Context: an optimization exercise on an open-source flow, tuned for small area, a short achievable clock period and few clock cycles. The choices shown serve that exercise and are no tape-out recipe.
RTL that was checked went through simulation tests only; none was proved equivalent to the original.

rev 12:
// TPU
module TPU
#(
    parameter ADDR_BITS = 12
)
(
    input  wire                  clk,
    input  wire                  rst_n,
    input  wire                  in_valid,
    input  wire [7:0]            K,
    input  wire [7:0]            M,
    input  wire [7:0]            N,
    output wire                  busy,
    output wire                  A_wr_en,
    output wire [ADDR_BITS-1:0]  A_index,
    output wire [31:0]           A_data_in,
    input  wire [31:0]           A_data_out,
    output wire                  B_wr_en,
    output wire [ADDR_BITS-1:0]  B_index,
    output wire [31:0]           B_data_in,
    input  wire [31:0]           B_data_out,
    output wire                  C_wr_en,
    output wire [ADDR_BITS-1:0]  C_index,
    output wire [127:0]          C_data_in,
    input  wire [127:0]          C_data_out
);
    assign A_wr_en   = 1'b0;
    assign B_wr_en   = 1'b0;
    assign A_data_in = 32'd0;
    assign B_data_in = 32'd0;
    reg        busy_q;
  ...
Size in the first run: about 6000 cells after synthesis, ~450 I/O pins, ~71000 um^2 of cells after synthesis.
export LEC_CHECK = 0
export ABC_CLOCK_PERIOD_IN_PS = 1200
export CAP_MARGIN = 20
export CORE_MARGIN = 2
export CORE_UTILIZATION = 50
export SLEW_MARGIN = 20
export SYNTH_HIERARCHICAL = 1
create_clock -name core_clock -period 10.0 [get_ports {clk}]
standard.sh (not shown) runs the stock make flow with config.mk's settings and CLKGATE_MAP_FILE= SYNTH_SCRIPT=/design/flow/synth_recipe.tcl, a recipe that flattens the netlist after the stock synthesis.
==> flow/flow/run.sh <==
#!/bin/bash
# Layout: the standard ORFS flow, with timing repair asked to aim for a
# shorter period than the clock the design is constrained and signed off at,
# and the ports buffered with plain buffers.
set -euo pipefail
bash standard.sh \
    SETUP_SLACK_MARGIN=6.7 \
    "BUFFER_PORTS_ARGS=-buffer_cell sky130_fd_sc_hd__buf_4" \
    finish > standard_flow.log 2>&1
Relative to rev 12, the following input files were edited for rev 13:
Settings: an added CTS_CLUSTER_SIZE of 24; a deleted ABC_CLOCK_PERIOD_IN_PS that had been 1200; an added CTS_CLUSTER_DIAMETER of 45.
[summary]
- Rev 13: done, clean on timing, DRC and antenna
- In the metrics for rev 13 and rev 12, the one carrying the lower worst setup slack is rev 13.
- From rev 12 to rev 13 the numbers moved as follows: count of cells resized by post-cts repair shows an increase of about 30%, transition at the pin with the smallest max-transition slack shows an increase of 0.025 ns.
No run of this note included a check of the RTL's function; only the layout flow was run.


Setup of build 83:
TPU, a different RTL version from the one above (not shown whole).
Size: ~6500 cells after synthesis, about 450 I/O pins, ~71000 µm² of cells after synthesis.
clock: 10.0 ns
lec_check: 0
cap_margin: 20
core_margin: 2
core_utilization: 40
slew_margin: 20
synth_hierarchical: 1
==> flow/flow/run.sh <==
#!/bin/bash
# Layout: the standard ORFS flow, with timing repair asked to aim for a
# shorter period than the clock the design is constrained and signed off at,
# and the ports buffered with plain buffers.
set -euo pipefail
bash standard.sh \
    SETUP_SLACK_MARGIN=6.5 \
    "BUFFER_PORTS_ARGS=-buffer_cell sky130_fd_sc_hd__buf_4" \
    finish > standard_flow.log 2>&1
Testbench counts of build 83, summed over its fixed seeds: cycles 76,170.
Setup changes, build 83 to build 86
==> flow/run.sh (new file) <==
#!/bin/bash
# synth_recipe.tcl (not shown) runs the flow's synth.tcl, then flattens the netlist and writes it again
# the make line also repeats each setting of config.mk as NAME=value (left out here)
make -C /OpenROAD-flow-scripts/flow DESIGN_CONFIG=/design/flow/config.mk WORK_HOME=/design/flow/orfs CLKGATE_MAP_FILE= SYNTH_SCRIPT=/design/flow/synth_recipe.tcl finish
removed: flow/flow/run.sh
removed: flow/standard.sh
### Flow results
Global-route usage of build 86 is on par with build 83. Build 83 ended up with C_data_in[93] as its destination of the critical timing path; build 86 ended up with C_data_in[90]. Final total negative setup slack delta (build 83 -> build 86): insignificant. Taking build 83 as the reference, in build 86 minimum clock period after layout up 920 ps, routed wire length down about 1%, fmax down about 20%, maximum fanout count along the critical path up 5. Diff build 83 -> build 86: fraction of area in clock buffers and inverters has increased, die area has remained practically unchanged, cell count of the worst reg-to-reg path has remained practically unchanged.
Changes in build 97 relative to build 86:
- swapping 40 for 60 in CORE_UTILIZATION
- putting PLACE_DENSITY at 0.72 where nothing was set
==> flow/flow/run.sh (new file) <==
#!/bin/bash
# Layout: the standard ORFS flow, with timing repair asked to aim for a
# shorter period than the clock the design is constrained and signed off at,
# and the ports buffered with plain buffers.
set -euo pipefail
bash standard.sh \
    SETUP_SLACK_MARGIN=7.5 \
    "BUFFER_PORTS_ARGS=-buffer_cell sky130_fd_sc_hd__buf_4" \
    finish > standard_flow.log 2>&1
==> flow/standard.sh (new file) <==
#!/bin/bash
# synth_recipe.tcl (not shown) runs the flow's synth.tcl, then flattens the netlist and writes it again
# the make line also repeats each setting of config.mk as NAME=value (left out here)
make -C /OpenROAD-flow-scripts/flow DESIGN_CONFIG=/design/flow/config.mk WORK_HOME=/design/flow/orfs CLKGATE_MAP_FILE= SYNTH_SCRIPT=/design/flow/synth_recipe.tcl "${@:-finish}"
removed: flow/run.sh
Notes after the runs:
Cmp build 97 and build 86 / count of buffers not belonging to the clock network in the layout / lower: build 86
Per the comparison of build 97 with build 86, vias per cell climbed 1.0.


Another version of the RTL of TPU (not shown whole).
Size: about 6000 cells after synthesis, roughly 1100 flip-flops, ~450 I/O pins, roughly 70000 µm² of cells after synthesis.
// TPU
module TPU
#(
    parameter ADDR_BITS = 12
)
(
    input  wire                  clk,
    input  wire                  rst_n,
    input  wire                  in_valid,
    input  wire [7:0]            K,
    input  wire [7:0]            M,
    input  wire [7:0]            N,
    output wire                  busy,
    output wire                  A_wr_en,
    output wire [ADDR_BITS-1:0]  A_index,
    output wire [31:0]           A_data_in,
    input  wire [31:0]           A_data_out,
    output wire                  B_wr_en,
    output wire [ADDR_BITS-1:0]  B_index,
    output wire [31:0]           B_data_in,
    input  wire [31:0]           B_data_out,
    output wire                  C_wr_en,
    output wire [ADDR_BITS-1:0]  C_index,
    output wire [127:0]          C_data_in,
    input  wire [127:0]          C_data_out
);
clock: 10.0 ns
lec_check: 0
cap_margin: 20
core_margin: 2
core_utilization: 65
cts_cluster_diameter: 60
cts_cluster_size: 30
place_density: 0.75
slew_margin: 20
synth_hierarchical: 1
==> flow/flow/run.sh <==
#!/bin/bash
# Layout: the standard ORFS flow, with timing repair asked to aim for a
# shorter period than the clock the design is constrained and signed off at,
# and the ports buffered with plain buffers.
set -euo pipefail
bash standard.sh \
    SETUP_SLACK_MARGIN=6.7 \
    "BUFFER_PORTS_ARGS=-buffer_cell sky130_fd_sc_hd__buf_4" \
    finish > standard_flow.log 2>&1
Testbench counts at the start, summed over its fixed seeds: cycles 75,978.
Edit:
CORE_UTILIZATION = 60   (was 65)
PLACE_DENSITY = 0.7   (was 0.75)
Final cell count rose by 1.7%.
Via count is lower by 1.1%.
Worst hold slack improves by 0.0097 ns.
Cell area hardly moves.
Worst setup slack got worse by 0.030 ns.
Fmax falls by 0.91%.
Synthesized cell count stays the same.
Edit:
CORE_UTILIZATION = 70   (was 60)
PLACE_DENSITY = 0.8   (was 0.7)
The changed run passed the timing, design-rule and antenna checks.
Worst setup slack degrades by 0.077 ns.
Edit:
CORE_UTILIZATION = 50   (was 70)
PLACE_DENSITY = unset   (was 0.8)
Outcome: Hold slack gets better by 0.0078 ns. Worst setup slack is better by 0.017 ns. Via count decreases slightly. Flip-flop and latch count stays the same. Final area rose by a few percent. Cell count climbs by a little under a tenth. First-iteration DRC count goes down by about a fifth. Maximum frequency goes up slightly. Synthesized area stays the same. Clock skew barely changes.


Setup of T:
TPU again, from the RTL that the note above started with.
clock: 10.0 ns
lec_check: 0
cap_margin: 20
core_margin: 2
core_utilization: 60
cts_cluster_diameter: 60
cts_cluster_size: 30
place_density: 0.7
slew_margin: 20
synth_hierarchical: 1
==> flow/flow/run.sh <==
#!/bin/bash
# Layout: the standard ORFS flow, with timing repair asked to aim for a
# shorter period than the clock the design is constrained and signed off at,
# and the ports buffered with plain buffers.
set -euo pipefail
bash standard.sh \
    SETUP_SLACK_MARGIN=6.9 \
    "BUFFER_PORTS_ARGS=-buffer_cell sky130_fd_sc_hd__buf_4" \
    finish > standard_flow.log 2>&1
Looking at the reports, T completed the entire flow and the layout it produced met the timing, design-rule and antenna checks.
Testbench counts of T, summed over its fixed seeds: cycles 75,978.
Inputs modified between T and Q:
# T
export LEC_CHECK = 0
export CAP_MARGIN = 20
export CORE_MARGIN = 2
export CORE_UTILIZATION = 60
export CTS_CLUSTER_DIAMETER = 60
export CTS_CLUSTER_SIZE = 30
export PLACE_DENSITY = 0.7
export SLEW_MARGIN = 20
export SYNTH_HIERARCHICAL = 1
create_clock -name core_clock -period 10.0 [get_ports {clk}]
# Q
export LEC_CHECK = 0
export ABC_CLOCK_PERIOD_IN_PS = 2500
export CAP_MARGIN = 20
export CORE_MARGIN = 2
export CORE_UTILIZATION = 50
export SLEW_MARGIN = 20
export SYNTH_HIERARCHICAL = 1
create_clock -name core_clock -period 10.0 [get_ports {clk}]
diff --git a/flow/flow/run.sh b/flow/flow/run.sh
--- a/flow/flow/run.sh
+++ b/flow/flow/run.sh
@@ -7 +7 @@
-    SETUP_SLACK_MARGIN=6.9 \
+    SETUP_SLACK_MARGIN=6.7 \
## What came out
- Compared with T, Q supports a lower clock frequency.
- Per the comparison of Q with T, relative area change from synthesis to final layout lost 0.98 points.
- The share of the clock period used by the worst path in Q was higher than what T gave.
- Compared to T, the routing of Q uses more wire.
- On buffer count from post-CTS setup fixing: between Q and T, it ends up higher for T.
- T → Q: final critical-path setup slack moved down.


TPU, a different RTL version from the one above (not shown whole).
For scale: roughly 5700 cells after synthesis, ~1100 flip-flops, about 450 I/O pins.
export LEC_CHECK = 0
export CAP_MARGIN = 20
export CORE_MARGIN = 2
export CORE_UTILIZATION = 40
export SLEW_MARGIN = 20
export SYNTH_HIERARCHICAL = 1
create_clock -name core_clock -period 10.0 [get_ports {clk}]
==> flow/flow/run.sh <==
#!/bin/bash
# Layout: the standard ORFS flow, with timing repair asked to aim for a
# shorter period than the clock the design is constrained and signed off at,
# and the ports buffered with plain buffers.
set -euo pipefail
bash standard.sh \
    SETUP_SLACK_MARGIN=6.7 \
    "BUFFER_PORTS_ARGS=-buffer_cell sky130_fd_sc_hd__buf_4" \
    finish > standard_flow.log 2>&1
The first run passed the timing, design-rule and antenna checks.
Next try:
- CORE_UTILIZATION: 40 -> 50
- CTS_CLUSTER_DIAMETER: unset -> 80
- CTS_CLUSTER_SIZE: unset -> 40
=> Via count fell by 0.45%. Final area fell by 3.8%. Global-route usage rose by 5.1 points.
No run of this note included a check of the RTL's function; only the layout flow was run.

## port drivers added, routing unchanged
How much do the figures lean on ideal ports? The routed layouts below were timed once more, with nothing changed but the port constraints.
Step 1 sets driving cells, clkbuf_16 on the clock port and buf_2 on the other inputs (assumed; they add their load-dependent delay and slew).
Step 2 moves the port delays by t, midway between the first and last clock arrival at a register: inputs arrive t later, outputs are due t later. That takes back most of the time a late clock gives input paths.
Three values: no drivers, after step 1, after step 2; two values: the first two.
run	shift t [ns]	setup slack, ns	latest minus earliest clock arrival (ns)	worst register clock-pin slew, ns
rev 12	0.848	6.581 / 6.581 / 6.386	0.026 / 0.026	0.06 / 0.06
rev 13	0.869	6.513 / 6.513 / 6.386	0.041 / 0.041	0.07 / 0.07
build 83	0.873	6.547 / 6.467 / 6.500	0.036 / 0.036	0.06 / 0.06
build 86	0.881	5.630 / 5.544 / 6.125	0.036 / 0.036	0.06 / 0.06
build 97	0.835	6.579 / 6.495 / 6.803	0.031 / 0.031	0.07 / 0.07
the first run of note 3	0.772	6.737 / 6.663 / 6.247	0.033 / 0.033	0.09 / 0.09
the second run of note 3	0.782	6.707 / 6.627 / 6.283	0.044 / 0.044	0.09 / 0.09
the third run of note 3	0.774	6.630 / 6.630 / 6.281	0.047 / 0.047	0.10 / 0.10
the fourth run of note 3	0.809	6.647 / 6.567 / 6.256	0.047 / 0.047	0.10 / 0.10
T	0.798	6.742 / 6.664 / 6.358	0.040 / 0.040	0.09 / 0.09
Q	0.853	6.633 / 6.552 / 6.146	0.027 / 0.027	0.07 / 0.07
the first run of note 5	0.868	6.603 / 6.603 / 6.083	0.040 / 0.040	0.06 / 0.06
the second run of note 5	0.781	6.621 / 6.621 / 6.188	0.051 / 0.052	0.12 / 0.12
After both steps setup and hold are still met in every run listed. For the first run of note 5, which loses most, drivers alone change the setup slack by 0.000 ns; drivers and shift together by -0.520 ns.
